From an optimization exercise on the open Yosys and OpenROAD flow, aimed at small area, a short achievable clock period and few clock cycles; shortcuts taken in it are not production practice.
Only simulation tests tie the RTL to the original design; equivalence was not proved.

## flow/run.sh

```bash
#!/bin/bash
set -e
echo "export BUFFER_PORTS_ARGS = -buffer_cell sky130_fd_sc_hd__buf_4" >> "$FLOW_CONFIG"
echo "export SETUP_SLACK_MARGIN = 15" >> "$FLOW_CONFIG"
bash standard.sh > standard_flow.log 2>&1
```

## standard.sh

```bash
#!/bin/bash
# synth_recipe.tcl (not shown) runs the flow's synth.tcl, then flattens the netlist and writes it again
# the make line also repeats each setting of config.mk as NAME=value (left out here)
make -C /OpenROAD-flow-scripts/flow DESIGN_CONFIG=/design/flow/config.mk WORK_HOME=/design/flow/orfs CLKGATE_MAP_FILE= SYNTH_SCRIPT=/design/flow/synth_recipe.tcl "${@:-finish}"
```

## config.mk

```make
export PLATFORM = sky130hd
export DESIGN_NAME = fp4_fft
export DESIGN_NICKNAME = fp4_fft
export VERILOG_FILES = /design/flow/design.v
export SDC_FILE = /design/flow/constraint.sdc
export NUM_CORES = 4
export LEC_CHECK = 0
export ABC_AREA = 1
export CAP_MARGIN = 20
export CORE_MARGIN = 2
export CORE_UTILIZATION = 60
export CTS_BUF_LIST = sky130_fd_sc_hd__clkbuf_16
export CTS_CLUSTER_DIAMETER = 80
export CTS_CLUSTER_SIZE = 25
export SLEW_MARGIN = 20
export BUFFER_PORTS_ARGS = -buffer_cell sky130_fd_sc_hd__buf_4
export SETUP_SLACK_MARGIN = 15
```

## constraint.sdc

```tcl
create_clock -name core_clock -period 20.0 [get_ports {clk}]
set_input_delay 4.0000 -clock core_clock [delete_from_list [all_inputs] [get_ports {clk}]]
set_output_delay 4.0000 -clock core_clock [all_outputs]
set_load 0.01 [all_outputs]
```

## design.v

```verilog
module fp4_cmul_w(br, bi, widx, p_re, p_im);
  input [3:0] br;
  wire [3:0] br;
  input [3:0] bi;
  wire [3:0] bi;
  input [2:0] widx;
  wire [2:0] widx;
  output [3:0] p_re;
  wire [3:0] p_re;
  output [3:0] p_im;
  wire [3:0] p_im;
  wire _000_;
  wire _001_;
  wire _002_;
  wire _003_;
  wire _004_;
  wire _005_;
  wire _006_;
  wire _007_;
  wire _008_;
  wire _009_;
  wire _010_;
  wire _011_;
  wire _012_;
  wire _013_;
  wire _014_;
  wire _015_;
  wire _016_;
  wire _017_;
  wire _018_;
  wire _019_;
  wire _020_;
  wire _021_;
  wire _022_;
  wire _023_;
  wire _024_;
  wire _025_;
  wire _026_;
  wire _027_;
  wire _028_;
  wire _029_;
  wire _030_;
  wire _031_;
  wire _032_;
  wire _033_;
  wire _034_;
  wire _035_;
  wire _036_;
  wire _037_;
  wire _038_;
  wire _039_;
  wire _040_;
  wire _041_;
  wire _042_;
  wire _043_;
  wire _044_;
  wire _045_;
  wire _046_;
  wire _047_;
  wire _048_;
  wire _049_;
  wire _050_;
  wire _051_;
  wire _052_;
  wire _053_;
  wire _054_;
  wire _055_;
  wire _056_;
  wire _057_;
  wire _058_;
  wire _059_;
  wire _060_;
  wire _061_;
  wire _062_;
  wire _063_;
  wire _064_;
  wire _065_;
  wire _066_;
  wire _067_;
  wire _068_;
  wire _069_;
  wire _070_;
  wire _071_;
  wire _072_;
  wire _073_;
  wire _074_;
  wire _075_;
  wire _076_;
  wire _077_;
  wire _078_;
  wire _079_;
  wire _080_;
  wire _081_;
  wire _082_;
  wire _083_;
  wire _084_;
  wire _085_;
  wire _086_;
  wire _087_;
  wire _088_;
  wire _089_;
  wire _090_;
  wire _091_;
  wire _092_;
  wire _093_;
  wire _094_;
  wire _095_;
  wire _096_;
  wire _097_;
  wire _098_;
  wire _099_;
  wire _100_;
  wire _101_;
  wire _102_;
  wire _103_;
  wire _104_;
  wire _105_;
  wire _106_;
  wire _107_;
  wire _108_;
  wire _109_;
  wire _110_;
  wire _111_;
  wire _112_;
  wire _113_;
  wire _114_;
  wire _115_;
  wire _116_;
  wire _117_;
  wire _118_;
  wire _119_;
  wire _120_;
  wire _121_;
  wire _122_;
  wire _123_;
  wire _124_;
  wire _125_;
  wire _126_;
  wire _127_;
  wire _128_;
  wire _129_;
  wire _130_;
  wire _131_;
  wire _132_;
  wire _133_;
  wire _134_;
  wire _135_;
  wire _136_;
  wire _137_;
  wire _138_;
  wire _139_;
  wire _140_;
  wire _141_;
  wire _142_;
  wire _143_;
  wire _144_;
  wire _145_;
  wire _146_;
  wire _147_;
  wire _148_;
  wire _149_;
  wire _150_;
  wire _151_;
  wire _152_;
  wire _153_;
  wire _154_;
  wire _155_;
  wire _156_;
  wire _157_;
  wire _158_;
  wire _159_;
  wire _160_;
  wire _161_;
  wire _162_;
  wire _163_;
  wire _164_;
  wire _165_;
  wire _166_;
  wire _167_;
  wire _168_;
  wire _169_;
  wire _170_;
  wire _171_;
  wire _172_;
  wire _173_;
  wire _174_;
  wire _175_;
  wire _176_;
  wire _177_;
  wire _178_;
  wire _179_;
  wire _180_;
  wire _181_;
  wire _182_;
  wire _183_;
  wire _184_;
  wire _185_;
  wire _186_;
  wire _187_;
  wire _188_;
  wire _189_;
  wire _190_;
  wire _191_;
  wire _192_;
  wire _193_;
  wire _194_;
  wire _195_;
  wire _196_;
  wire _197_;
  wire _198_;
  wire _199_;
  wire _200_;
  wire _201_;
  wire _202_;
  wire _203_;
  wire _204_;
  wire _205_;
  wire _206_;
  wire _207_;
  wire _208_;
  wire _209_;
  wire _210_;
  wire _211_;
  wire _212_;
  wire _213_;
  wire _214_;
  wire _215_;
  wire _216_;
  wire _217_;
  wire _218_;
  wire _219_;
  wire _220_;
  wire _221_;
  wire _222_;
  wire _223_;
  wire _224_;
  wire _225_;
  wire _226_;
  wire _227_;
  wire _228_;
  wire _229_;
  wire _230_;
  wire _231_;
  wire _232_;
  wire _233_;
  wire _234_;
  wire _235_;
  wire _236_;
  wire _237_;
  wire _238_;
  wire _239_;
  wire _240_;
  wire _241_;
  wire _242_;
  wire _243_;
  wire _244_;
  wire _245_;
  wire _246_;
  wire _247_;
  wire _248_;
  wire _249_;
  wire _250_;
  wire _251_;
  wire _252_;
  wire _253_;
  wire _254_;
  wire _255_;
  wire _256_;
  wire _257_;
  wire _258_;
  wire _259_;
  wire _260_;
  wire _261_;
  wire _262_;
  wire _263_;
  wire _264_;
  wire _265_;
  wire _266_;
  wire _267_;
  wire _268_;
  wire _269_;
  wire _270_;
  wire _271_;
  wire _272_;
  wire _273_;
  wire _274_;
  wire _275_;
  wire _276_;
  wire _277_;
  wire _278_;
  wire _279_;
  wire _280_;
  wire _281_;
  wire _282_;
  wire _283_;
  wire _284_;
  wire _285_;
  wire _286_;
  wire _287_;
  wire _288_;
  wire _289_;
  wire _290_;
  wire _291_;
  wire _292_;
  wire _293_;
  wire _294_;
  wire _295_;
  wire _296_;
  wire _297_;
  wire _298_;
  wire _299_;
  wire [3:0] \a1.out ;
  wire [3:0] \a1.result ;
  wire [2:0] \a1.sig_l ;
  wire [2:0] \a1.sig_s ;
  wire [2:0] \a1.sig_s_unaligned ;
  wire \a1.sub ;
  wire [3:0] \m1.x ;
  wire [3:0] \m2.half ;
  wire [3:0] \m2.mhalf ;
  wire [3:0] \m2.x ;
  wire [3:0] \m3.half ;
  wire [3:0] \m3.x ;
  wire [3:0] \m4.half ;
  wire [3:0] \m4.x ;
  wire [3:0] \s1.out ;
  wire [3:0] \s1.result ;
  wire [2:0] \s1.sig_l ;
  wire [2:0] \s1.sig_s ;
  wire [2:0] \s1.sig_s_unaligned ;
  wire \s1.sub ;
  wire [2:0] \tw.idx ;
  assign _097_ = ~widx[2];
  assign _108_ = widx[1] & _097_;
  assign _119_ = _108_ & widx[0];
  assign _130_ = ~_119_;
  assign _141_ = ~widx[1];
  assign _152_ = _141_ & widx[2];
  assign _163_ = ~_152_;
  assign _174_ = _163_ & _130_;
  assign _183_ = ~widx[0];
  assign _194_ = _183_ & widx[1];
  assign _205_ = ~_194_;
  assign _216_ = _205_ & _174_;
  assign _226_ = _216_ & bi[1];
  assign _233_ = ~_226_;
  assign _234_ = _183_ & _141_;
  assign _235_ = ~_234_;
  assign _236_ = _235_ & bi[2];
  assign _237_ = ~_236_;
  assign _238_ = _237_ & _233_;
  assign _239_ = ~_238_;
  assign _240_ = _235_ & br[2];
  assign _241_ = ~_240_;
  assign _242_ = ~_174_;
  assign _243_ = _242_ & br[1];
  assign _244_ = ~_243_;
  assign _245_ = _244_ & _241_;
  assign _246_ = ~_245_;
  assign _247_ = _246_ & _239_;
  assign _248_ = ~_247_;
  assign _249_ = _235_ & br[1];
  assign _250_ = ~_249_;
  assign _251_ = _250_ & _174_;
  assign _252_ = ~_251_;
  assign _253_ = _252_ & br[2];
  assign _254_ = ~_253_;
  assign _255_ = ~_216_;
  assign _256_ = _235_ & bi[1];
  assign _257_ = ~_256_;
  assign _258_ = _257_ & _255_;
  assign _259_ = ~_258_;
  assign _260_ = _259_ & bi[2];
  assign _261_ = ~_260_;
  assign _262_ = _261_ & _254_;
  assign _263_ = _262_ & _248_;
  assign _264_ = ~_263_;
  assign _265_ = ~_262_;
  assign _266_ = _260_ & _253_;
  assign _267_ = ~_266_;
  assign _268_ = _267_ & _265_;
  assign _269_ = ~_268_;
  assign _270_ = _243_ & br[2];
  assign _271_ = ~_270_;
  assign _272_ = _216_ & bi[2];
  assign _273_ = _272_ & bi[1];
  assign _274_ = ~_273_;
  assign _275_ = _274_ & _271_;
  assign _276_ = _275_ & _269_;
  assign _277_ = ~_276_;
  assign _278_ = ~br[1];
  assign _279_ = _278_ & _183_;
  assign _280_ = ~_279_;
  assign _281_ = br[1] & widx[0];
  assign _282_ = ~_281_;
  assign _283_ = _282_ & bi[1];
  assign _284_ = _283_ & _280_;
  assign _285_ = ~_284_;
  assign _286_ = ~bi[1];
  assign _287_ = _281_ & _286_;
  assign _288_ = ~_287_;
  assign _289_ = _288_ & _285_;
  assign _290_ = _289_ & _247_;
  assign _291_ = ~_290_;
  assign _292_ = _242_ & br[0];
  assign _293_ = ~_292_;
  assign _294_ = _249_ & _245_;
  assign _295_ = ~_294_;
  assign _296_ = _295_ & _293_;
  assign _297_ = ~_296_;
  assign _298_ = _245_ & _238_;
  assign _299_ = _216_ & bi[0];
  assign _000_ = ~_299_;
  assign _001_ = _000_ & _257_;
  assign _002_ = ~_001_;
  assign _003_ = _002_ & _298_;
  assign _004_ = _003_ & _297_;
  assign _005_ = ~_004_;
  assign _006_ = _005_ & _291_;
  assign _007_ = ~_006_;
  assign _008_ = ~_272_;
  assign _009_ = _254_ & _239_;
  assign _010_ = ~_009_;
  assign _011_ = _010_ & _008_;
  assign _012_ = ~_011_;
  assign _013_ = _012_ & _000_;
  assign _014_ = ~_013_;
  assign _015_ = ~_003_;
  assign _016_ = _011_ & _015_;
  assign _017_ = _016_ & _296_;
  assign _018_ = ~_017_;
  assign _019_ = _018_ & _014_;
  assign _020_ = ~br[3];
  assign _021_ = _020_ & bi[3];
  assign _022_ = ~_021_;
  assign _023_ = ~bi[3];
  assign _024_ = br[3] & _023_;
  assign _025_ = ~_024_;
  assign _026_ = _025_ & _022_;
  assign _027_ = ~_026_;
  assign _028_ = _027_ & _019_;
  assign _029_ = ~_028_;
  assign _030_ = ~_019_;
  assign _031_ = _026_ & _030_;
  assign _032_ = ~_031_;
  assign _033_ = _032_ & _029_;
  assign _034_ = ~_033_;
  assign _035_ = _034_ & _007_;
  assign _036_ = ~_035_;
  assign _037_ = _036_ & _277_;
  assign _038_ = ~_037_;
  assign _039_ = _038_ & _247_;
  assign _040_ = ~_275_;
  assign _041_ = _026_ & _040_;
  assign _042_ = ~_041_;
  assign _043_ = _027_ & _275_;
  assign _044_ = ~_043_;
  assign _045_ = _044_ & _042_;
  assign _046_ = _045_ & _039_;
  assign _047_ = ~_046_;
  assign _048_ = _047_ & _264_;
  assign _049_ = ~_048_;
  assign _050_ = _030_ & _007_;
  assign _051_ = ~_050_;
  assign _052_ = _019_ & _006_;
  assign _053_ = ~_052_;
  assign _054_ = _053_ & _051_;
  assign _055_ = ~_054_;
  assign _056_ = _055_ & _298_;
  assign _057_ = ~_056_;
  assign _058_ = _057_ & _049_;
  assign p_im[2] = ~_058_;
  assign _059_ = _298_ & _262_;
  assign _060_ = _059_ & _036_;
  assign _061_ = ~_060_;
  assign _062_ = _061_ & _047_;
  assign _063_ = ~_062_;
  assign _064_ = _063_ & _054_;
  assign _065_ = ~_064_;
  assign _066_ = _262_ & _247_;
  assign _067_ = ~_066_;
  assign _068_ = _067_ & _065_;
  assign _069_ = _035_ & _040_;
  assign _070_ = ~_069_;
  assign _071_ = _037_ & _275_;
  assign _072_ = ~_071_;
  assign _073_ = _072_ & _070_;
  assign p_im[1] = _073_ & _068_;
  assign _074_ = ~_039_;
  assign _075_ = ~_059_;
  assign _076_ = _075_ & _055_;
  assign p_im[0] = _076_ & _074_;
  assign _077_ = _242_ & bi[1];
  assign _078_ = ~_077_;
  assign _079_ = _257_ & _174_;
  assign _080_ = _079_ & _236_;
  assign _081_ = ~_080_;
  assign _082_ = _081_ & _078_;
  assign _083_ = ~_082_;
  assign _084_ = _216_ & br[1];
  assign _085_ = ~_084_;
  assign _086_ = _085_ & _241_;
  assign _087_ = ~_086_;
  assign _088_ = ~_079_;
  assign _089_ = _088_ & bi[2];
  assign _090_ = ~_089_;
  assign _091_ = _090_ & _087_;
  assign _092_ = ~_091_;
  assign _093_ = _216_ & br[2];
  assign _094_ = ~_093_;
  assign _095_ = _094_ & _092_;
  assign _096_ = _095_ & _083_;
  assign _098_ = ~_096_;
  assign _099_ = ~_095_;
  assign _100_ = _250_ & _255_;
  assign _101_ = ~_100_;
  assign _102_ = _101_ & _085_;
  assign _103_ = ~_102_;
  assign _104_ = _103_ & _099_;
  assign _105_ = ~_104_;
  assign _106_ = _105_ & _098_;
  assign _107_ = _090_ & _082_;
  assign _109_ = _216_ & br[0];
  assign _110_ = ~_109_;
  assign _111_ = _086_ & _249_;
  assign _112_ = ~_111_;
  assign _113_ = _112_ & _110_;
  assign _114_ = ~_113_;
  assign _115_ = _087_ & _082_;
  assign _116_ = ~_289_;
  assign _117_ = _089_ & _116_;
  assign _118_ = _117_ & _115_;
  assign _120_ = ~_118_;
  assign _121_ = ~_115_;
  assign _122_ = _101_ & br[2];
  assign _123_ = ~_122_;
  assign _124_ = _123_ & _090_;
  assign _125_ = _124_ & _121_;
  assign _126_ = _125_ & _098_;
  assign _127_ = ~_126_;
  assign _128_ = _127_ & _120_;
  assign _129_ = ~_128_;
  assign _131_ = _129_ & _114_;
  assign _132_ = _242_ & bi[0];
  assign _133_ = ~_132_;
  assign _134_ = _107_ & _256_;
  assign _135_ = ~_134_;
  assign _136_ = _135_ & _133_;
  assign _137_ = ~_136_;
  assign _138_ = _137_ & _131_;
  assign _139_ = ~_138_;
  assign _140_ = _139_ & _107_;
  assign _142_ = ~_140_;
  assign _143_ = _142_ & _026_;
  assign _144_ = ~_143_;
  assign _145_ = ~_107_;
  assign _146_ = _087_ & _289_;
  assign _147_ = _146_ & _145_;
  assign _148_ = _113_ & _099_;
  assign _149_ = ~_148_;
  assign _150_ = ~_131_;
  assign _151_ = _150_ & _095_;
  assign _153_ = _151_ & _136_;
  assign _154_ = ~_153_;
  assign _155_ = _154_ & _149_;
  assign _156_ = _155_ & _147_;
  assign _157_ = ~_156_;
  assign _158_ = ~_147_;
  assign _159_ = ~_155_;
  assign _160_ = _159_ & _158_;
  assign _161_ = ~_160_;
  assign _162_ = _161_ & _157_;
  assign _164_ = _162_ & _139_;
  assign _165_ = ~_164_;
  assign _166_ = _165_ & _144_;
  assign _167_ = ~_166_;
  assign _168_ = _159_ & _026_;
  assign _169_ = ~_168_;
  assign _170_ = _169_ & _147_;
  assign _171_ = _170_ & _167_;
  assign _172_ = ~_171_;
  assign _173_ = _172_ & _128_;
  assign _175_ = ~_173_;
  assign _176_ = _175_ & _167_;
  assign _177_ = ~_176_;
  assign _178_ = _177_ & _106_;
  assign _179_ = ~_178_;
  assign _180_ = ~_106_;
  assign _181_ = _175_ & _180_;
  assign _182_ = ~_181_;
  assign p_re[1] = _182_ & _179_;
  assign p_re[0] = _173_ & _162_;
  assign _184_ = ~p_re[1];
  assign _185_ = ~_124_;
  assign _186_ = _144_ & _106_;
  assign _187_ = ~_186_;
  assign _188_ = _143_ & _180_;
  assign _189_ = ~_188_;
  assign _190_ = _189_ & _187_;
  assign _191_ = ~_190_;
  assign _192_ = _191_ & _175_;
  assign _193_ = ~_192_;
  assign _195_ = _193_ & _185_;
  assign _196_ = ~_195_;
  assign _197_ = _191_ & _124_;
  assign _198_ = _197_ & _176_;
  assign _199_ = ~_198_;
  assign _200_ = _199_ & _196_;
  assign _201_ = _200_ & _184_;
  assign _202_ = ~_201_;
  assign _203_ = ~_151_;
  assign _204_ = _203_ & _020_;
  assign _206_ = ~_204_;
  assign _207_ = _235_ & _023_;
  assign _208_ = ~_207_;
  assign _209_ = _234_ & bi[3];
  assign _210_ = ~_209_;
  assign _211_ = _210_ & _208_;
  assign _212_ = ~_211_;
  assign _213_ = _212_ & _151_;
  assign _214_ = ~_213_;
  assign _215_ = _214_ & _206_;
  assign p_re[3] = _215_ & _202_;
  assign _217_ = ~_068_;
  assign _218_ = _217_ & _058_;
  assign _219_ = ~_218_;
  assign _220_ = ~_016_;
  assign _221_ = _220_ & _023_;
  assign _222_ = ~_221_;
  assign _223_ = _235_ & br[3];
  assign _224_ = ~_223_;
  assign _225_ = _234_ & _020_;
  assign _227_ = ~_225_;
  assign _228_ = _227_ & _224_;
  assign _229_ = ~_228_;
  assign _230_ = _229_ & _016_;
  assign _231_ = ~_230_;
  assign _232_ = _231_ & _222_;
  assign p_im[3] = _232_ & _219_;
  assign p_re[2] = ~_200_;
  assign \s1.sub  = 1'h1;
  assign \s1.out  = p_re;
  assign \s1.sig_l [2] = 1'h0;
  assign \s1.sig_s_unaligned [2] = 1'h0;
  assign \s1.sig_s [2] = 1'h0;
  assign \s1.result  = p_re;
  assign \m4.x  = bi;
  assign \m4.half [2:0] = \m2.half [2:0];
  assign \m3.x  = br;
  assign \m3.half [3] = 1'hx;
  assign \a1.result  = p_im;
  assign \a1.sig_s [2] = 1'h0;
  assign \a1.sig_s_unaligned [2] = 1'h0;
  assign \m2.x  = bi;
  assign \m2.half [3] = 1'hx;
  assign \m2.mhalf [2:0] = \m2.half [2:0];
  assign \a1.sig_l [2] = 1'h0;
  assign \m1.x  = br;
  assign \tw.idx  = widx;
  assign \a1.out  = p_im;
  assign \a1.sub  = 1'h0;
endmodule
module fp4_cmul_w2(br, bi, w, p_re, p_im);
  input [3:0] br;
  wire [3:0] br;
  input [3:0] bi;
  wire [3:0] bi;
  input [1:0] w;
  wire [1:0] w;
  output [3:0] p_re;
  wire [3:0] p_re;
  output [3:0] p_im;
  wire [3:0] p_im;
  wire _000_;
  wire _001_;
  wire _002_;
  wire _003_;
  wire _004_;
  wire _005_;
  wire _006_;
  wire _007_;
  wire _008_;
  wire _009_;
  wire _010_;
  wire _011_;
  wire _012_;
  wire _013_;
  wire _014_;
  wire _015_;
  wire _016_;
  wire _017_;
  wire _018_;
  wire _019_;
  wire _020_;
  wire _021_;
  wire _022_;
  wire _023_;
  wire _024_;
  wire _025_;
  wire _026_;
  wire _027_;
  wire _028_;
  wire _029_;
  wire _030_;
  wire _031_;
  wire _032_;
  wire _033_;
  wire _034_;
  wire _035_;
  wire _036_;
  wire _037_;
  wire _038_;
  wire _039_;
  wire _040_;
  wire _041_;
  wire _042_;
  wire _043_;
  wire _044_;
  wire _045_;
  wire _046_;
  wire _047_;
  wire _048_;
  wire _049_;
  wire _050_;
  wire _051_;
  wire _052_;
  wire _053_;
  wire _054_;
  wire _055_;
  wire _056_;
  wire _057_;
  wire _058_;
  wire _059_;
  wire _060_;
  wire _061_;
  wire _062_;
  wire _063_;
  wire _064_;
  wire _065_;
  wire _066_;
  wire _067_;
  wire _068_;
  wire _069_;
  wire _070_;
  wire _071_;
  wire _072_;
  wire _073_;
  wire _074_;
  wire _075_;
  wire _076_;
  wire _077_;
  wire _078_;
  wire _079_;
  wire _080_;
  wire _081_;
  wire _082_;
  wire _083_;
  wire _084_;
  wire _085_;
  wire _086_;
  wire _087_;
  wire _088_;
  wire _089_;
  wire _090_;
  wire _091_;
  wire _092_;
  wire _093_;
  wire _094_;
  wire _095_;
  wire _096_;
  wire _097_;
  wire _098_;
  wire _099_;
  wire _100_;
  wire _101_;
  wire _102_;
  wire _103_;
  wire _104_;
  wire _105_;
  wire _106_;
  wire _107_;
  wire _108_;
  wire _109_;
  wire _110_;
  wire _111_;
  wire _112_;
  wire _113_;
  wire _114_;
  wire _115_;
  wire _116_;
  wire _117_;
  wire _118_;
  wire _119_;
  wire _120_;
  wire _121_;
  wire _122_;
  wire _123_;
  wire _124_;
  wire _125_;
  wire _126_;
  wire _127_;
  wire _128_;
  wire _129_;
  wire _130_;
  wire _131_;
  wire _132_;
  wire _133_;
  wire _134_;
  wire _135_;
  wire _136_;
  wire _137_;
  wire _138_;
  wire _139_;
  wire _140_;
  wire _141_;
  wire _142_;
  wire _143_;
  wire _144_;
  wire _145_;
  wire _146_;
  wire _147_;
  wire _148_;
  wire _149_;
  wire _150_;
  wire [3:0] \u.a1.out ;
  wire [3:0] \u.a1.result ;
  wire [2:0] \u.a1.sig_l ;
  wire [2:0] \u.a1.sig_s ;
  wire [2:0] \u.a1.sig_s_unaligned ;
  wire \u.a1.sub ;
  wire [3:0] \u.bi ;
  wire [3:0] \u.br ;
  wire [3:0] \u.m1.x ;
  wire [3:0] \u.m2.half ;
  wire [3:0] \u.m2.mhalf ;
  wire [3:0] \u.m2.x ;
  wire [3:0] \u.m3.half ;
  wire [3:0] \u.m3.x ;
  wire [3:0] \u.m4.half ;
  wire [3:0] \u.m4.x ;
  wire [3:0] \u.p_im ;
  wire [3:0] \u.p_re ;
  wire [3:0] \u.s1.out ;
  wire [3:0] \u.s1.result ;
  wire [2:0] \u.s1.sig_l ;
  wire [2:0] \u.s1.sig_s ;
  wire [2:0] \u.s1.sig_s_unaligned ;
  wire \u.s1.sub ;
  wire [2:0] \u.tw.idx ;
  wire [2:0] \u.widx ;
  assign _072_ = ~bi[2];
  assign _073_ = _072_ & br[2];
  assign _074_ = br[1] & w[0];
  assign _075_ = _074_ & _073_;
  assign _076_ = ~_075_;
  assign _077_ = ~br[2];
  assign _078_ = bi[2] & _077_;
  assign _079_ = bi[1] & w[0];
  assign _080_ = _079_ & _078_;
  assign _081_ = ~_080_;
  assign _082_ = _081_ & _076_;
  assign _083_ = ~w[0];
  assign _084_ = ~w[1];
  assign _085_ = _084_ & _083_;
  assign _086_ = ~_085_;
  assign _087_ = _086_ & _072_;
  assign _088_ = ~_087_;
  assign _089_ = w[1] & _083_;
  assign _090_ = ~_089_;
  assign _091_ = _090_ & _077_;
  assign _092_ = ~_091_;
  assign _093_ = _092_ & _088_;
  assign _094_ = ~_093_;
  assign _095_ = _094_ & _082_;
  assign _096_ = ~_095_;
  assign _097_ = ~_073_;
  assign _098_ = ~_078_;
  assign _099_ = _098_ & _097_;
  assign _100_ = ~bi[3];
  assign _101_ = _100_ & br[3];
  assign _102_ = ~_101_;
  assign _103_ = ~br[3];
  assign _104_ = bi[3] & _103_;
  assign _105_ = ~_104_;
  assign _106_ = _105_ & _102_;
  assign _107_ = ~_106_;
  assign _108_ = _107_ & _099_;
  assign _109_ = _108_ & w[0];
  assign _110_ = ~_109_;
  assign _111_ = _110_ & _096_;
  assign _112_ = ~_111_;
  assign _113_ = ~_108_;
  assign _114_ = _113_ & w[0];
  assign _115_ = bi[1] & br[1];
  assign _116_ = ~_115_;
  assign _117_ = _116_ & _099_;
  assign _118_ = ~_117_;
  assign _119_ = _118_ & _114_;
  assign _120_ = ~_119_;
  assign _121_ = _085_ & br[1];
  assign _122_ = ~_121_;
  assign _123_ = _089_ & bi[1];
  assign _124_ = ~_123_;
  assign _125_ = _124_ & _122_;
  assign _126_ = _125_ & _120_;
  assign _127_ = ~_074_;
  assign _128_ = ~_079_;
  assign _129_ = _128_ & _127_;
  assign _130_ = ~_129_;
  assign _131_ = _130_ & _117_;
  assign _132_ = ~_131_;
  assign _133_ = _085_ & br[0];
  assign _134_ = ~_133_;
  assign _135_ = _089_ & bi[0];
  assign _136_ = ~_135_;
  assign _137_ = _136_ & _134_;
  assign _138_ = _137_ & _132_;
  assign _139_ = ~_138_;
  assign _140_ = _139_ & _095_;
  assign _141_ = _140_ & _126_;
  assign _142_ = ~_141_;
  assign _143_ = _142_ & _112_;
  assign p_re[2] = ~_143_;
  assign _144_ = _139_ & _112_;
  assign _145_ = ~_144_;
  assign _146_ = ~_126_;
  assign _147_ = _146_ & _082_;
  assign _148_ = ~_147_;
  assign _149_ = _148_ & _145_;
  assign p_re[1] = ~_149_;
  assign _150_ = _126_ & _112_;
  assign _000_ = ~_150_;
  assign p_re[0] = _000_ & _139_;
  assign _001_ = ~_114_;
  assign _002_ = _072_ & _084_;
  assign _003_ = ~_002_;
  assign _004_ = _077_ & w[1];
  assign _005_ = ~_004_;
  assign _006_ = _005_ & _003_;
  assign _007_ = _006_ & _001_;
  assign _008_ = ~_007_;
  assign _009_ = _008_ & _082_;
  assign _010_ = _089_ & br[0];
  assign _011_ = ~_010_;
  assign _012_ = _085_ & bi[0];
  assign _013_ = ~_012_;
  assign _014_ = _013_ & _011_;
  assign _015_ = _014_ & _132_;
  assign _016_ = ~_015_;
  assign _017_ = ~br[1];
  assign _018_ = _086_ & _017_;
  assign _019_ = ~_018_;
  assign _020_ = ~bi[1];
  assign _021_ = _090_ & _020_;
  assign _022_ = ~_021_;
  assign _023_ = _022_ & _019_;
  assign _024_ = ~_023_;
  assign _025_ = bi[2] & br[2];
  assign _026_ = ~_025_;
  assign _027_ = _026_ & _024_;
  assign _028_ = _027_ & _016_;
  assign _029_ = ~_028_;
  assign _030_ = _029_ & _009_;
  assign p_im[2] = ~_030_;
  assign _031_ = ~_099_;
  assign _032_ = _031_ & w[0];
  assign _033_ = ~_032_;
  assign _034_ = _033_ & _015_;
  assign _035_ = ~_034_;
  assign _036_ = _035_ & _009_;
  assign _037_ = ~_036_;
  assign _038_ = _023_ & _001_;
  assign _039_ = ~_038_;
  assign _040_ = _039_ & _037_;
  assign p_im[1] = ~_040_;
  assign _041_ = _024_ & _009_;
  assign _042_ = ~_041_;
  assign p_im[0] = _042_ & _016_;
  assign _043_ = _033_ & _128_;
  assign _044_ = ~_043_;
  assign _045_ = _044_ & _097_;
  assign _046_ = ~_045_;
  assign _047_ = _046_ & _103_;
  assign _048_ = ~_047_;
  assign _049_ = _048_ & _090_;
  assign _050_ = ~_049_;
  assign _051_ = _089_ & _100_;
  assign _052_ = ~_051_;
  assign _053_ = _052_ & _050_;
  assign _054_ = ~_053_;
  assign _055_ = _045_ & _100_;
  assign _056_ = ~_055_;
  assign _057_ = _150_ & _138_;
  assign _058_ = ~_057_;
  assign _059_ = _058_ & _056_;
  assign p_re[3] = _059_ & _054_;
  assign _060_ = _046_ & _086_;
  assign _061_ = ~_060_;
  assign _062_ = _061_ & bi[3];
  assign _063_ = ~_062_;
  assign _064_ = _103_ & _083_;
  assign _065_ = ~_064_;
  assign _066_ = _065_ & _050_;
  assign _067_ = ~_066_;
  assign _068_ = _067_ & _063_;
  assign _069_ = ~_068_;
  assign _070_ = _040_ & _009_;
  assign _071_ = ~_070_;
  assign p_im[3] = _071_ & _069_;
  assign \u.s1.sig_l [2] = 1'h0;
  assign \u.s1.sig_s_unaligned [2] = 1'h0;
  assign \u.s1.sig_s [2] = 1'h0;
  assign \u.m2.x  = bi;
  assign \u.m2.half [3] = 1'hx;
  assign \u.m2.mhalf [2:0] = \u.m2.half [2:0];
  assign \u.s1.result  = p_re;
  assign \u.m3.half [3] = 1'hx;
  assign \u.m3.x  = br;
  assign \u.s1.out  = p_re;
  assign \u.m1.x  = br;
  assign \u.s1.sub  = 1'h1;
  assign \u.m4.half [2:0] = \u.m2.half [2:0];
  assign \u.m4.x  = bi;
  assign \u.tw.idx  = { w, 1'h0 };
  assign \u.p_im  = p_im;
  assign \u.p_re  = p_re;
  assign \u.widx  = { w, 1'h0 };
  assign \u.bi  = bi;
  assign \u.br  = br;
  assign \u.a1.result  = p_im;
  assign \u.a1.sig_s [2] = 1'h0;
  assign \u.a1.sig_s_unaligned [2] = 1'h0;
  assign \u.a1.sig_l [2] = 1'h0;
  assign \u.a1.out  = p_im;
  assign \u.a1.sub  = 1'h0;
endmodule
module fp4_addsub2(a, p, x, y);
  input [3:0] a;
  wire [3:0] a;
  input [3:0] p;
  wire [3:0] p;
  output [3:0] x;
  wire [3:0] x;
  output [3:0] y;
  wire [3:0] y;
  wire _000_;
  wire _001_;
  wire _002_;
  wire _003_;
  wire _004_;
  wire _005_;
  wire _006_;
  wire _007_;
  wire _008_;
  wire _009_;
  wire _010_;
  wire _011_;
  wire _012_;
  wire _013_;
  wire _014_;
  wire _015_;
  wire _016_;
  wire _017_;
  wire _018_;
  wire _019_;
  wire _020_;
  wire _021_;
  wire _022_;
  wire _023_;
  wire _024_;
  wire _025_;
  wire _026_;
  wire _027_;
  wire _028_;
  wire _029_;
  wire _030_;
  wire _031_;
  wire _032_;
  wire _033_;
  wire _034_;
  wire _035_;
  wire _036_;
  wire _037_;
  wire _038_;
  wire _039_;
  wire _040_;
  wire _041_;
  wire _042_;
  wire _043_;
  wire _044_;
  wire _045_;
  wire _046_;
  wire _047_;
  wire _048_;
  wire _049_;
  wire _050_;
  wire _051_;
  wire _052_;
  wire _053_;
  wire _054_;
  wire _055_;
  wire _056_;
  wire _057_;
  wire _058_;
  wire _059_;
  wire _060_;
  wire _061_;
  wire _062_;
  wire _063_;
  wire _064_;
  wire _065_;
  wire _066_;
  wire _067_;
  wire _068_;
  wire _069_;
  wire _070_;
  wire _071_;
  wire _072_;
  wire _073_;
  wire _074_;
  wire _075_;
  wire _076_;
  wire _077_;
  wire _078_;
  wire _079_;
  wire _080_;
  wire _081_;
  wire _082_;
  wire _083_;
  wire _084_;
  wire _085_;
  wire _086_;
  wire _087_;
  wire _088_;
  wire _089_;
  wire _090_;
  wire _091_;
  wire _092_;
  wire _093_;
  wire _094_;
  wire _095_;
  wire _096_;
  wire _097_;
  wire _098_;
  wire _099_;
  wire _100_;
  wire _101_;
  wire _102_;
  wire _103_;
  wire _104_;
  wire _105_;
  wire _106_;
  wire _107_;
  wire _108_;
  wire _109_;
  wire _110_;
  wire _111_;
  wire _112_;
  wire _113_;
  wire _114_;
  wire _115_;
  wire _116_;
  wire _117_;
  wire _118_;
  wire _119_;
  wire _120_;
  wire _121_;
  wire _122_;
  wire _123_;
  wire _124_;
  wire _125_;
  wire _126_;
  wire _127_;
  wire _128_;
  wire _129_;
  wire _130_;
  wire _131_;
  wire _132_;
  wire _133_;
  wire _134_;
  wire _135_;
  wire _136_;
  wire _137_;
  wire _138_;
  wire _139_;
  wire _140_;
  wire _141_;
  wire _142_;
  wire _143_;
  wire _144_;
  wire _145_;
  wire _146_;
  wire _147_;
  wire _148_;
  wire _149_;
  wire _150_;
  wire _151_;
  wire _152_;
  wire [2:0] \u_d.x ;
  wire [2:0] \u_d.y ;
  wire [2:0] \u_s.x ;
  wire [2:0] \u_s.y ;
  wire [2:0] xm;
  wire [2:0] ym;
  assign _064_ = ~a[0];
  assign _072_ = a[1] & p[1];
  assign _073_ = ~_072_;
  assign _074_ = ~p[1];
  assign _075_ = ~a[1];
  assign _076_ = _075_ & _074_;
  assign _077_ = ~_076_;
  assign _078_ = _077_ & _073_;
  assign _079_ = ~_078_;
  assign _080_ = _079_ & a[2];
  assign _081_ = ~_080_;
  assign _082_ = ~p[2];
  assign _083_ = a[1] & _082_;
  assign _084_ = ~_083_;
  assign _085_ = _084_ & _081_;
  assign _086_ = ~_085_;
  assign _087_ = _086_ & _064_;
  assign _088_ = ~_087_;
  assign _089_ = ~p[0];
  assign _090_ = _089_ & _074_;
  assign _091_ = ~_090_;
  assign _092_ = _074_ & _082_;
  assign _093_ = ~_092_;
  assign _094_ = _093_ & _091_;
  assign _095_ = ~_094_;
  assign _096_ = a[2] & _082_;
  assign _097_ = ~_096_;
  assign _098_ = _097_ & _075_;
  assign _099_ = _098_ & _095_;
  assign _100_ = ~_099_;
  assign _101_ = p[0] & p[1];
  assign _102_ = ~_101_;
  assign _103_ = a[1] & a[0];
  assign _104_ = ~_103_;
  assign _105_ = _104_ & _102_;
  assign _106_ = ~_105_;
  assign _107_ = a[2] & p[2];
  assign _108_ = _107_ & _106_;
  assign _109_ = ~_108_;
  assign _110_ = ~a[2];
  assign _111_ = _110_ & p[1];
  assign _112_ = _111_ & _089_;
  assign _113_ = ~_112_;
  assign _114_ = _113_ & _109_;
  assign _115_ = _114_ & _100_;
  assign _116_ = _115_ & _088_;
  assign _117_ = _091_ & _110_;
  assign _118_ = ~_117_;
  assign _119_ = a[0] & _082_;
  assign _120_ = ~_119_;
  assign _121_ = ~_107_;
  assign _122_ = _121_ & _084_;
  assign _123_ = _122_ & _120_;
  assign _124_ = _123_ & _118_;
  assign _125_ = ~_124_;
  assign _126_ = _110_ & _082_;
  assign _127_ = ~_126_;
  assign _128_ = _127_ & _121_;
  assign _129_ = _127_ & _072_;
  assign _130_ = ~_129_;
  assign _131_ = _110_ & _075_;
  assign _132_ = ~_131_;
  assign _133_ = _132_ & _093_;
  assign _134_ = _133_ & _130_;
  assign _135_ = _134_ & _128_;
  assign _136_ = _135_ & _125_;
  assign _137_ = ~_136_;
  assign _138_ = _137_ & _116_;
  assign _139_ = ~p[3];
  assign _140_ = ~a[3];
  assign _141_ = _140_ & _139_;
  assign _142_ = ~_141_;
  assign _143_ = a[3] & p[3];
  assign _144_ = ~_143_;
  assign _145_ = _144_ & _142_;
  assign _146_ = ~_145_;
  assign _147_ = _146_ & _134_;
  assign _148_ = ~_147_;
  assign y[0] = _148_ & _138_;
  assign _149_ = ~_128_;
  assign _150_ = _149_ & _073_;
  assign _151_ = ~_150_;
  assign _152_ = _128_ & _077_;
  assign _000_ = ~_152_;
  assign _001_ = _000_ & _151_;
  assign _002_ = ~_001_;
  assign _003_ = _125_ & _109_;
  assign _004_ = _003_ & _002_;
  assign _005_ = _004_ & _145_;
  assign _006_ = ~_005_;
  assign _007_ = _116_ & _107_;
  assign _008_ = ~_007_;
  assign _009_ = p[0] & a[0];
  assign _010_ = ~_009_;
  assign _011_ = _089_ & _064_;
  assign _012_ = ~_011_;
  assign _013_ = _012_ & _010_;
  assign _014_ = ~_013_;
  assign _015_ = _149_ & _079_;
  assign _016_ = _015_ & _014_;
  assign _017_ = ~_016_;
  assign _018_ = _017_ & _002_;
  assign _019_ = _018_ & _137_;
  assign _020_ = _019_ & _008_;
  assign _021_ = _020_ & _146_;
  assign _022_ = ~_021_;
  assign _023_ = _022_ & _006_;
  assign y[1] = ~_023_;
  assign _024_ = _145_ & _134_;
  assign _025_ = ~_024_;
  assign x[0] = _025_ & _138_;
  assign _026_ = ~_004_;
  assign _027_ = _026_ & _146_;
  assign _028_ = ~_027_;
  assign _029_ = ~_020_;
  assign _030_ = _029_ & _145_;
  assign _031_ = ~_030_;
  assign x[1] = _031_ & _028_;
  assign _032_ = _127_ & _125_;
  assign _033_ = ~_032_;
  assign _034_ = _033_ & _077_;
  assign _035_ = ~_034_;
  assign _036_ = _107_ & _076_;
  assign _037_ = ~_036_;
  assign _038_ = _037_ & _017_;
  assign _039_ = _038_ & _035_;
  assign _040_ = ~_039_;
  assign _041_ = _040_ & _025_;
  assign _042_ = ~_041_;
  assign _043_ = _145_ & _108_;
  assign _044_ = ~_043_;
  assign y[2] = _044_ & _042_;
  assign _045_ = ~y[2];
  assign _046_ = _045_ & _023_;
  assign _047_ = ~_046_;
  assign _048_ = _091_ & _075_;
  assign _049_ = ~_048_;
  assign _050_ = _149_ & _102_;
  assign _051_ = _050_ & _049_;
  assign _052_ = ~_051_;
  assign _053_ = _052_ & _097_;
  assign _054_ = ~_053_;
  assign _055_ = _054_ & _140_;
  assign _056_ = ~_055_;
  assign _057_ = _053_ & p[3];
  assign _058_ = ~_057_;
  assign _059_ = _058_ & _056_;
  assign y[3] = _059_ & _047_;
  assign _060_ = _040_ & _148_;
  assign _061_ = ~_060_;
  assign _062_ = _146_ & _108_;
  assign _063_ = ~_062_;
  assign x[2] = _063_ & _061_;
  assign _065_ = ~x[1];
  assign _066_ = ~x[2];
  assign _067_ = _066_ & _065_;
  assign _068_ = ~_067_;
  assign _069_ = _053_ & _139_;
  assign _070_ = ~_069_;
  assign _071_ = _070_ & _056_;
  assign x[3] = _071_ & _068_;
  assign \u_s.y  = p[2:0];
  assign \u_s.x  = a[2:0];
  assign \u_d.y  = p[2:0];
  assign \u_d.x  = a[2:0];
  assign ym = y[2:0];
  assign xm = x[2:0];
endmodule
module fp4_butterfly(
    input [7:0] A,
    input [7:0] B,
    input [2:0] widx,
    output [7:0] X,
    output [7:0] Y
);
    wire [3:0] p_re, p_im;
    fp4_cmul_w cm (.br(B[7:4]), .bi(B[3:0]), .widx(widx), .p_re(p_re), .p_im(p_im));
    fp4_addsub2 xr (.a(A[7:4]), .p(p_re), .x(X[7:4]), .y(Y[7:4]));
    fp4_addsub2 xi (.a(A[3:0]), .p(p_im), .x(X[3:0]), .y(Y[3:0]));
endmodule
module fp4_butterfly_w2(
    input [7:0] A,
    input [7:0] B,
    input [1:0] w,
    output [7:0] X,
    output [7:0] Y
);
    wire [3:0] p_re, p_im;
    fp4_cmul_w2 cm (.br(B[7:4]), .bi(B[3:0]), .w(w), .p_re(p_re), .p_im(p_im));
    fp4_addsub2 xr (.a(A[7:4]), .p(p_re), .x(X[7:4]), .y(Y[7:4]));
    fp4_addsub2 xi (.a(A[3:0]), .p(p_im), .x(X[3:0]), .y(Y[3:0]));
endmodule
module fp4_z(
    input [3:0] x,
    output [3:0] y
);
    wire sub = (x[2:1] == 2'b00);
    assign y = {x[3] & (x[2:0] != 3'b000), x[2] | (sub & x[0]), x[1] | (sub & x[0]), x[0] & ~sub};
endmodule
module fp4_butterfly_w0(
    input [7:0] A,
    input [7:0] B,
    output [7:0] X,
    output [7:0] Y
);
    wire [3:0] p_re, p_im;
    fp4_z zr (.x(B[7:4]), .y(p_re));
    fp4_z zi (.x(B[3:0]), .y(p_im));
    fp4_addsub2 xr (.a(A[7:4]), .p(p_re), .x(X[7:4]), .y(Y[7:4]));
    fp4_addsub2 xi (.a(A[3:0]), .p(p_im), .x(X[3:0]), .y(Y[3:0]));
endmodule
module fp4_butterfly_w08(
    input [7:0] A,
    input [7:0] B,
    input w8,
    output [7:0] X,
    output [7:0] Y
);
    wire [3:0] zr, zi;
    fp4_z u_r (.x(B[7:4]), .y(zr));
    fp4_z u_i (.x(B[3:0]), .y(zi));
    wire [3:0] p_re = w8 ? {zi[3] ^ (zi != 4'h0), zi[2:0]} : zr;
    wire [3:0] p_im = w8 ? zr : zi;
    fp4_addsub2 xr (.a(A[7:4]), .p(p_re), .x(X[7:4]), .y(Y[7:4]));
    fp4_addsub2 xi (.a(A[3:0]), .p(p_im), .x(X[3:0]), .y(Y[3:0]));
endmodule
module sdf_stage #(
    parameter D = 8
)(
    input wire clk,
    input wire en,
    input wire phase,
    input wire [7:0] s_in,
    input wire [7:0] X,
    input wire [7:0] Y,
    output wire [7:0] A,
    output wire [7:0] s_out
);
    reg [8*D-1:0] dl;  
    assign A = dl[8*D-1 -: 8];
    generate
        if (D == 1) begin : g1
            always @(posedge clk)
                if (en) dl <= phase ? Y : s_in;
        end else begin : gn
            always @(posedge clk)
                if (en) dl <= {dl[8*(D-1)-1:0], phase ? Y : s_in};
        end
    endgenerate
    assign s_out = phase ? X : A;
endmodule
module fp4_fft #(
    parameter MAX_N = 32,
    parameter ADDR_WIDTH = $clog2(MAX_N)
)(
    input wire clk,
    input wire rst,
    input wire start,
    input wire [ADDR_WIDTH-1:0] N,  
    output reg done,
    output reg error,
    input wire [7:0] data_in,  
    input wire data_in_valid,  
    output reg [7:0] data_out,  
    output reg data_out_valid,  
    output reg fft_ready  
);
    reg n16, n8;
    always @(posedge clk) begin
        n16 <= (N == 5'd16);
        n8 <= (N == 5'd8);
    end
    wire [3:0] mask = n16 ? 4'hf : n8 ? 4'h7 : 4'h3;
    function [14:0] stage_ctl;
        input [3:0] x;
        input m16, m8;
        reg [3:0] l0, l1, l2, l3, l4, l5, cm, r;
        reg hi4;
        begin
            l0 = x - 4'd1;
            l1 = x - 4'd9;
            l2 = x - 4'd14;
            l3 = x - 4'd1;
            l4 = x - 4'd2;
            l5 = x - 4'd9;
            hi4 = m16 ? l4[3] : m8 ? l4[2] : l4[1];
            cm = x & (m16 ? 4'hf : m8 ? 4'h7 : 4'h3);
            r = m16 ? 4'd11 : m8 ? 4'd7 : 4'd1;
            stage_ctl[14] = m16 & l0[3];
            stage_ctl[13] = (m16 | m8) & l1[2];
            stage_ctl[12] = l2[1];
            stage_ctl[11] = l3[0];
            stage_ctl[10] = m16 & l1[3];
            stage_ctl[9:8] = m16 ? {l2[2], l2[3]} : m8 ? {l2[2], 1'b0} : 2'b00;
            stage_ctl[7:5] = m16 ? {l3[1], l3[2], l3[3]} : m8 ? {l3[1], l3[2], 1'b0} : {l3[1], 2'b00};
            stage_ctl[4] = hi4 & ~l4[0];
            stage_ctl[3] = m16 & l5[2] & ~l5[1];
            stage_ctl[2] = (cm >= r);
            stage_ctl[1] = (cm == r - 4'd1);
            stage_ctl[0] = 1'b0;
        end
    endfunction
    reg in_frame;  
    reg [3:0] c;  
    reg [5:0] fv;  
    reg en;  
    reg [14:0] ctl;  
    wire start_now = data_in_valid & ~in_frame & fft_ready;
    wire adv = in_frame ? data_in_valid : 1'b1;
    wire [3:0] cur = start_now ? 4'd0 : c;
    wire last = in_frame & data_in_valid & ((c & mask) == mask);
    wire wrap = adv & ((cur & mask) == mask);
    wire in_frame_n = start_now | (in_frame & ~last);
    wire [3:0] c_n = adv ? cur + 4'd1 : c;
    wire last_slot = ((c & mask) == mask);
    wire wrap_next = (((c + 4'd1) & mask) == 4'd0);
    wire [14:0] ctl_inc = stage_ctl(c + 4'd1, n16, n8);
    wire [14:0] ctl_one = stage_ctl(4'd1, N == 5'd16, N == 5'd8);
    always @(posedge clk)
        ctl <= ~adv ? ctl : start_now ? ctl_one : ctl_inc;
    wire ph8 = ctl[14], ph4 = ctl[13], ph2 = ctl[12], ph1 = ctl[11];
    wire k4 = ctl[10];
    wire [1:0] k2 = ctl[9:8];
    wire [2:0] k1 = ctl[7:5];
    wire cond1 = ctl[4], cond2 = ctl[3];
    wire out_v = n16 ? (ctl[2] ? fv[0] : fv[1]) : n8 ? (ctl[2] ? fv[1] : fv[2]) : (ctl[2] ? fv[4] : fv[5]);
    wire [5:0] keep = n16 ? 6'b000011 : n8 ? 6'b000111 : 6'b111111;
    always @(posedge clk or negedge rst) begin
        if (!rst) begin
            in_frame <= 1'b0;
            c <= 4'hf;  
            fv <= 6'b000000;
            en <= 1'b0;
        end else begin
            in_frame <= in_frame_n;
            c <= c_n;
            en <= adv;
            if (wrap)
                fv <= {fv[4:0], in_frame} & keep;
            else if (en & ctl[1]) begin
                if (n16) fv[1] <= 1'b0;
                else if (n8) fv[2] <= 1'b0;
                else fv[5] <= 1'b0;
            end
        end
    end
    reg [7:0] in_reg, o4, o2;
    wire [7:0] s8, s4, s2, s1;
    wire [7:0] a8, a4, a2, a1, x8, y8, x4, y4, x2, y2, x1, y1;
    wire [7:0] b4 = s8;
    wire [7:0] b2 = o4;
    fp4_butterfly_w0 bf8 (.A(a8), .B(in_reg), .X(x8), .Y(y8));
    fp4_butterfly_w08 bf4 (.A(a4), .B(b4), .w8(k4), .X(x4), .Y(y4));
    fp4_butterfly_w2 bf2 (.A(a2), .B(b2), .w(k2), .X(x2), .Y(y2));
    fp4_butterfly bf1 (.A(a1), .B(o2), .widx(k1), .X(x1), .Y(y1));
    sdf_stage #(.D(8)) st8 (.clk(clk), .en(en), .phase(ph8), .s_in(in_reg),
                            .X(x8), .Y(y8), .A(a8), .s_out(s8));
    sdf_stage #(.D(4)) st4 (.clk(clk), .en(en), .phase(ph4), .s_in(b4),
                            .X(x4), .Y(y4), .A(a4), .s_out(s4));
    sdf_stage #(.D(2)) st2 (.clk(clk), .en(en), .phase(ph2), .s_in(b2),
                            .X(x2), .Y(y2), .A(a2), .s_out(s2));
    sdf_stage #(.D(1)) st1 (.clk(clk), .en(en), .phase(ph1), .s_in(o2),
                            .X(x1), .Y(y1), .A(a1), .s_out(s1));
    reg [55:0] rv1;
    reg [15:0] rv2;
    wire [7:0] tap1 = n16 ? rv1[55:48] : n8 ? rv1[23:16] : rv1[7:0];
    wire [7:0] q1 = cond1 ? s1 : tap1;
    wire [7:0] q2 = cond2 ? q1 : rv2[15:8];
    always @(posedge clk) begin
        in_reg <= data_in;
        data_out <= q2;
    end
    always @(posedge clk) begin
        fft_ready <= in_frame ? (data_in_valid & last_slot) : (~(data_in_valid & fft_ready) & wrap_next);
        done <= last;
        error <= start & ((N == 5'd0) | ((N & (N - 5'd1)) != 5'd0));
        data_out_valid <= en & out_v;
    end
    always @(posedge clk) begin
        if (en) begin
            o4 <= s4;
            o2 <= s2;
            rv1 <= {rv1[47:0], cond1 ? tap1 : s1};
            rv2 <= {rv2[7:0], cond2 ? rv2[15:8] : q1};
        end
    end
endmodule
```

==> results.json, run 1 <==
{
  "status": "no timing/DRC/antenna violations",
  "arrival_ns": 0.98,
  "avgSynthCellArea_um2": 9.26,
  "holdBufCountCts": 0,
  "final_common_cell": "nand2_1",
  "synth_cells": 1482,
  "drive_gt1_share_pct": 11.2,
  "critPathMaxFanout": 2,
  "synth_edf_count": 221,
  "ios": 29,
  "final_cell_mix": "364 x nand2_1, 221 x edfxtp_1, 188 x inv_1",
  "ys_seq_area_share_pct": 53.8,
  "nNetsFinal": 1582,
  "die_area_mm2": 0.0241,
  "slew_violations": 0,
  "grt_max_degree": 87,
  "syn_nets": 1550,
  "final.setup.tns_ns": 0,
  "fin_crit_sh_pct": 24.9,
  "numCtsBuffers": 16,
  "drtAntennaViolNets": 0,
  "critPathKind": "flop to output port",
  "top_layer_used": "met4",
  "fillers": 1843,
  "wl_per_cell_um": 14.9,
  "drt-total-wl_um": 27000,
  "cts.sink_count": 255,
  "path_cells": "buf_6",
  "die_y_um": 155,
  "viasPerCell": 5.50,
  "start_kind": "flop",
  "finalNonFillerCells": 1809,
  "syn2layout_area_growth_pct": 7.78,
  "top_register": "st8.dl",
  "dp_hpwl_um": 19400,
  "synth_fa_ha_area_share_pct": 4.65,
  "track_usage_pct": 22.7,
  "tightestPinTransition_ns": 1.04,
  "setup-violations-final": 0,
  "yosysWarnings": 5,
  "diodes": 0,
  "worst_clock_skew_ns": 0.0233,
  "wl_met1_um": 13400,
  "final_area_mm2": 0.0148,
  "vias": 9945,
  "synth-simple-area-share_pct": 21.0,
  "worstSkewPairLatency_ns": 0.50,
  "drc": 0,
  "period_minus_slack_ns": 4.98,
  "overflow": 0,
  "synthArstFlopShare_pct": 4.71,
  "cts_tree": "yes",
  "cp_top_family": "flip-flops",
  "path_clk_slew_ns": 0.10,
  "synth_seq_cells": 255,
  "min_path_type": "flop to flop",
  "first_pass_iters": 5,
  "initial_utilization_pct": 60.8,
  "cap_viol_max_count": 0,
  "max_freq_ghz": 0.201,
  "die_x_um": 155,
  "grt_pass1_vias": 9215,
  "synth_top_family_by_area": "simple AND/OR/NAND/NOR gates",
  "numPortBuffers": 28,
  "crit_path_end_kind": "output port",
  "core-area_mm2": 0.0226,
  "clock_path_buffers": 3,
  "slew_headroom_pct": 30.9,
  "pre_cts_ws_ns": 14.65,
  "synth_cell_types": 67,
  "cp_data_required_time_ns": 16.00,
  "cp_slowest_stage_delay_ns": 0.36,
  "antenna_found_initial": 0,
  "fp-row-count": 55,
  "dr_wl_met2_um": 11800,
  "wl_met3_um": 1310,
  "synth_compound_area_share_pct": 12.6,
  "netlist_area_mm2": 0.0137,
  "final.setup.worst_slack_ns": 15.02,
  "rsz0062_at_grt": "yes",
  "synthFlopType": "edfxtp_1",
  "place_area_mm2": 0.0142,
  "drt_iter0_drc": 815,
  "yosys-mux-area-fraction_pct": 0.146,
  "path_buf_inv": 1,
  "grt_pass1_wl_um": 44600,
  "finalHoldViolations": 0,
  "cts_root_buf": "clkbuf_16",
  "cts_htree_levels": 1,
  "largest_reg_flops": 64,
  "synthXorXnorAreaFrac_pct": 1.22,
  "top_regs": "st8.dl (64), rv1 (56), st4.dl (32)",
  "place_inst": 1780,
  "globalplace.congestion": 0.942,
  "cp_slowest_cell": "dfxtp_4"
}
==> area by class of cell <==
class                      count  area (um^2)  area share [%]
sequential                   255         7390            50.0
multi-input combinational   1003         5480            37.1
timing repair buffer          34          259            1.75
inverter                     204          771            5.21
tap                          285          357            2.41
clock inverter                11          103           0.694
clock buffer                  17          425            2.88
==> path summary, 6_finish.rpt <==
| check | from | to | slack, ns | cells past startpoint |
|---|---|---|---|---|
| worst max-delay path | fft_ready$_DFF_P_ | fft_ready | 15.02 | 1 |
| worst min-delay path | st4.dl[7]$_DFFE_PP_ | st4.dl[15]$_DFFE_PP_ | 0.41 | 0 |
| worst max register to register | ctl[5]$_SDFFCE_PP0P_ | rv2[1]$_DFFE_PP_ | 15.62 | 24 |
| worst min register to register | st4.dl[7]$_DFFE_PP_ | st4.dl[15]$_DFFE_PP_ | 0.41 | 0 |
| max in group asynchronous | rst | c[1]$_DFFE_PN1P_ | 16.43 | 1 |
| min in group asynchronous | rst | fv[1]$_DFFE_PN0P_ | 3.32 | 1 |
==> per-layer routing <==
metal,vias to the layer above,track usage [%]
li1,5098,-
met1,4583,33.9
met2,229,35.5
met3,35,3.26
met4,0,5.72
met5,-,0
==> cells in the mapped netlist (5+ instances only) <==
| library cell | n | area [um^2] |
|---|---|---|
| a21oi_1 | 62 | 310 |
| a22o_1 | 9 | 78.8 |
| clkbuf_1 | 12 | 45.0 |
| dfrtp_1 | 8 | 200 |
| dfxtp_1 | 22 | 440 |
| edfxtp_1 | 221 | 6640 |
| ha_1 | 51 | 638 |
| inv_1 | 184 | 691 |
| inv_2 | 14 | 52.6 |
| nand2_1 | 366 | 1370 |
| nand2_2 | 32 | 200 |
| nand2_4 | 8 | 90.1 |
| nand3_1 | 64 | 320 |
| nand3_2 | 12 | 120 |
| nand4_1 | 10 | 62.6 |
| nor2_1 | 106 | 398 |
| nor3_1 | 13 | 65.1 |
| nor4_1 | 5 | 31.3 |
| o211ai_1 | 15 | 113 |
| o21ai_0 | 106 | 531 |
| o21ai_1 | 25 | 125 |
| o21ai_2 | 12 | 105 |
| o221ai_1 | 6 | 52.6 |
| o22ai_1 | 16 | 100 |
| or2_2 | 8 | 50.1 |
| xnor2_1 | 6 | 52.6 |
| xor2_1 | 10 | 87.6 |
==> through the flow <==
| step | hold WS (ns) | util, % |
|---|---|---|
| global placement | 0.400 | 63.1 |
| finish | 0.411 | 65.5 |
| floorplan | 0.400 | - |
| global route | 0.420 | 65.5 |
| CTS | 0.420 | 65.5 |
| detailed placement | 0.405 | 63.1 |
==> kinds of logic after synthesis <==
family / after synthesis
flops: 255
compound gates: 291
buf+inv: 224
fa+ha+maj: 51
simple gates: 642
xor+xnor: 17
mux: 2
==> what timing repair did <==
action                                  4_1_cts  5_1_grt
setup buffers                                 1        0
gates resized for setup                       3        0
endpoints found under the setup margin        1        1
pin swaps                                     0        0
Testbench counts, summed over its fixed seeds: cycles 5,344.
==> inputs of run 2 (changes only) <==
--- a/config.mk
+++ b/config.mk
@@ -8,7 +8,7 @@
 export ABC_AREA = 1
 export CAP_MARGIN = 20
 export CORE_MARGIN = 2
-export CORE_UTILIZATION = 60
+export CORE_UTILIZATION = 40
 export CTS_BUF_LIST = sky130_fd_sc_hd__clkbuf_16
 export CTS_CLUSTER_DIAMETER = 80
 export CTS_CLUSTER_SIZE = 25
==> run 2 against run 1 <==
  * Still clean on timing, DRC and antenna
  * Register-to-register slack better by 0.03 ns
  * Hold slack better by 0.0080 ns
  * Fmax grew 0.19%
  * Critical endpoint unchanged
==> results.json, run 2 <==
{
  "numCtsBuffers": 15,
  "cp_top_family": "flip-flops",
  "setup-violations-final": 0,
  "final_area_mm2": 0.0149,
  "rrSetupSlack_ns": 15.65,
  "synthArstFlopShare_pct": 4.71,
  "drtAntennaViolNets": 0,
  "place_area_mm2": 0.0144,
  "clock_path_buffers": 3,
  "min_to": "st8.dl[40]$_DFFE_PP_",
  "yosysTopAreaCell": "edfxtp_1",
  "yosysWarnings": 5,
  "finalNonFillerCells": 1969,
  "synth_edf_count": 221,
  "drive_gt1_share_pct": 10.9,
  "fin_crit_sh_pct": 24.8,
  "cts.sink_count": 255,
  "syn2layout_area_growth_pct": 8.73,
  "min_path_type": "flop to flop",
  "grt_max_degree": 80,
  "synth_cells": 1482,
  "fillers": 3197,
  "path_cells": "buf_6",
  "dp_hpwl_um": 19700,
  "largest_reg_flops": 64,
  "tightestPinTransition_ns": 0.979,
  "wl_per_cell_um": 14.1,
  "critPathKind": "flop to output port",
  "first_pass_iters": 6,
  "synth_seq_cells": 255,
  "path_buf_inv": 1,
  "antenna_found_initial": 0,
  "viasPerCell": 5.09,
  "pre_cts_ws_ns": 14.63,
  "arrival_ns": 0.97,
  "synth_top_area_share_pct": 48.4,
  "cap_viol_max_count": 0,
  "critPathMaxFanout": 2,
  "r2r-end": "rv1[7]$_DFFE_PP_",
  "period_minus_slack_ns": 4.97,
  "netlist_area_mm2": 0.0137,
  "rsz0062_at_grt": "no",
  "grt_pass1_wl_um": 46800,
  "grt_pass1_vias": 9565,
  "worstHoldStart": "st8.dl[32]$_DFFE_PP_",
  "status": "no timing/DRC/antenna violations",
  "worstSkewPairLatency_ns": 0.49,
  "final_cell_mix": "364 x nand2_1, 221 x edfxtp_1, 188 x inv_1",
  "worst_clock_skew_ns": 0.0239,
  "drt_iter0_drc": 574,
  "top_regs": "st8.dl (64), rv1 (56), st4.dl (32)",
  "path_clk_slew_ns": 0.10,
  "ys_top_cells_by_area": "edfxtp_1 48%, nand2_1 10%, inv_1 5.0%, ha_1 4.7%, o21ai_0 3.9%",
  "hold_ws_ns": 0.419,
  "cp_slowest_cell": "dfxtp_4",
  "synth_cell_types": 67,
  "synth_common_cells": "366 x nand2_1, 221 x edfxtp_1, 184 x inv_1",
  "die_x_um": 189,
  "fp-row-count": 67,
  "r2r_cells": 29,
  "timing.rr.start": "ctl[5]$_SDFFCE_PP0P_",
  "initial_utilization_pct": 40.8,
  "final.setup.worst_slack_ns": 15.03,
  "track_usage_pct": 15.7,
  "crit_path_end_kind": "output port",
  "slew_violations": 0,
  "holdBufCountCts": 0,
  "nNetsFinal": 1581,
  "max_freq_ghz": 0.201,
  "slew_headroom_pct": 34.8,
  "yosysMostFrequentCell": "nand2_1",
  "cp_slowest_stage_delay_ns": 0.36,
  "overflow": 0,
  "core-area_mm2": 0.0336,
  "avgSynthCellArea_um2": 9.26,
  "cts_root_buf": "clkbuf_16",
  "place_inst": 1943,
  "die_area_mm2": 0.0358,
  "syn_nets": 1550,
  "synthFlopType": "edfxtp_1",
  "drc": 0,
  "whs_path_depth": 0,
  "vias": 10000,
  "globalplace.congestion": 0.877,
  "final_common_cell": "nand2_1",
  "finalHoldViolations": 0,
  "numPortBuffers": 28,
  "cts_htree_levels": 1,
  "drt-total-wl_um": 27800,
  "top_register": "st8.dl",
  "ios": 29,
  "die_y_um": 189,
  "ys_seq_area_share_pct": 53.8,
  "cts_tree": "yes",
  "final.setup.tns_ns": 0,
  "cp_data_required_time_ns": 16.00,
  "start_kind": "flop",
  "diodes": 0
}
[run 2: cell counts after synthesis]
No cell type changed its count.
[run 2: per-layer routing]
layer	share of wire, %	global-route usage (%)	vias up
met2	47	26.6	202
met4	1.9	3.79	0
met5	0	0	-
met1	47	21.4	4690
li1	-	-	5100
met3	3.5	1.80	34
[run 2: area by class of cell]
cell class / count / area (um^2) / area share [%]
clock buffers: 15 / 375 / 2.52
clock inverters: 10 / 78.8 / 0.529
inverters: 204 / 771 / 5.17
multi-input cells: 1003 / 5480 / 36.7
flip-flops and latches: 255 / 7390 / 49.5
well taps: 448 / 561 / 3.76
repair buffers: 34 / 259 / 1.74
[run 2: metrics by stage]
step           utilization (%)
6_report                  44.4
5_1_grt                   44.4
4_1_cts                   44.4
3_5_place_dp              43.0
3_3_place_gp              43.0
2_1_floorplan                -
[run 2: worst max-delay path by stage]
stage                     depth (start not counted)         startpoint                end
final                                             1  fft_ready$_DFF_P_          fft_ready
after global routing                              1  fft_ready$_DFF_P_          fft_ready
after CTS                                         1  fft_ready$_DFF_P_          fft_ready
after detailed placement                          6      data_in_valid  fv[3]$_DFFE_PN0P_
after global placement                            7      data_in_valid  fv[1]$_DFFE_PN0P_
after floorplan                                   9      data_in_valid  fv[1]$_DFFE_PN0P_
[run 2: cells by family after synthesis]
logic type / share of synthesized area, %
adders and majority gates: 4.65
xor gates and xnor gates: 1.22
muxes: 0.146
AOI/OAI and AO/OA: 12.6
DFF: 53.8
buffers and inverters: 6.54
and+or+nand+nor: 21.0
[run 2: repair_timing]
item	in CTS	in global routing
resized for setup	3	0
buffers inserted	1	0
setup endpoints to repair	1	0

==> afterwards: timing with drivers on the ports <==
The flow's constraints put no driver on any port. The routed layouts listed below were extracted and timed again, unchanged, in two steps. Step 1 sets driving cells, clkbuf_16 on the clock port and buf_2 on the other inputs (assumed; they add their load-dependent delay and slew). Step 2 moves the port delays by t, midway between the first and last clock arrival at a register: inputs arrive t later, outputs are due t later. That takes back most of the time a late clock gives input paths. a / b / c = ideal ports / drivers / drivers and shift; a / b = the first two.
| run | t, ns | slack for setup (ns) | worst hold slack (ns) | latest minus earliest clock arrival (ns) | worst register clock-pin slew, ns |
|---|---|---|---|---|---|
| run 1 | 0.542 | 15.022 / 14.973 / 14.672 | 0.411 / 0.411 / 0.411 | 0.025 / 0.024 | 0.10 / 0.10 |
| run 2 | 0.534 | 15.031 / 14.981 / 14.630 | 0.419 / 0.419 / 0.419 | 0.025 / 0.025 | 0.10 / 0.10 |
After both steps setup and hold are still met in every run listed. The setup slack of run 2, which loses most, moves by -0.050 ns with the drivers and by -0.401 ns with both steps.
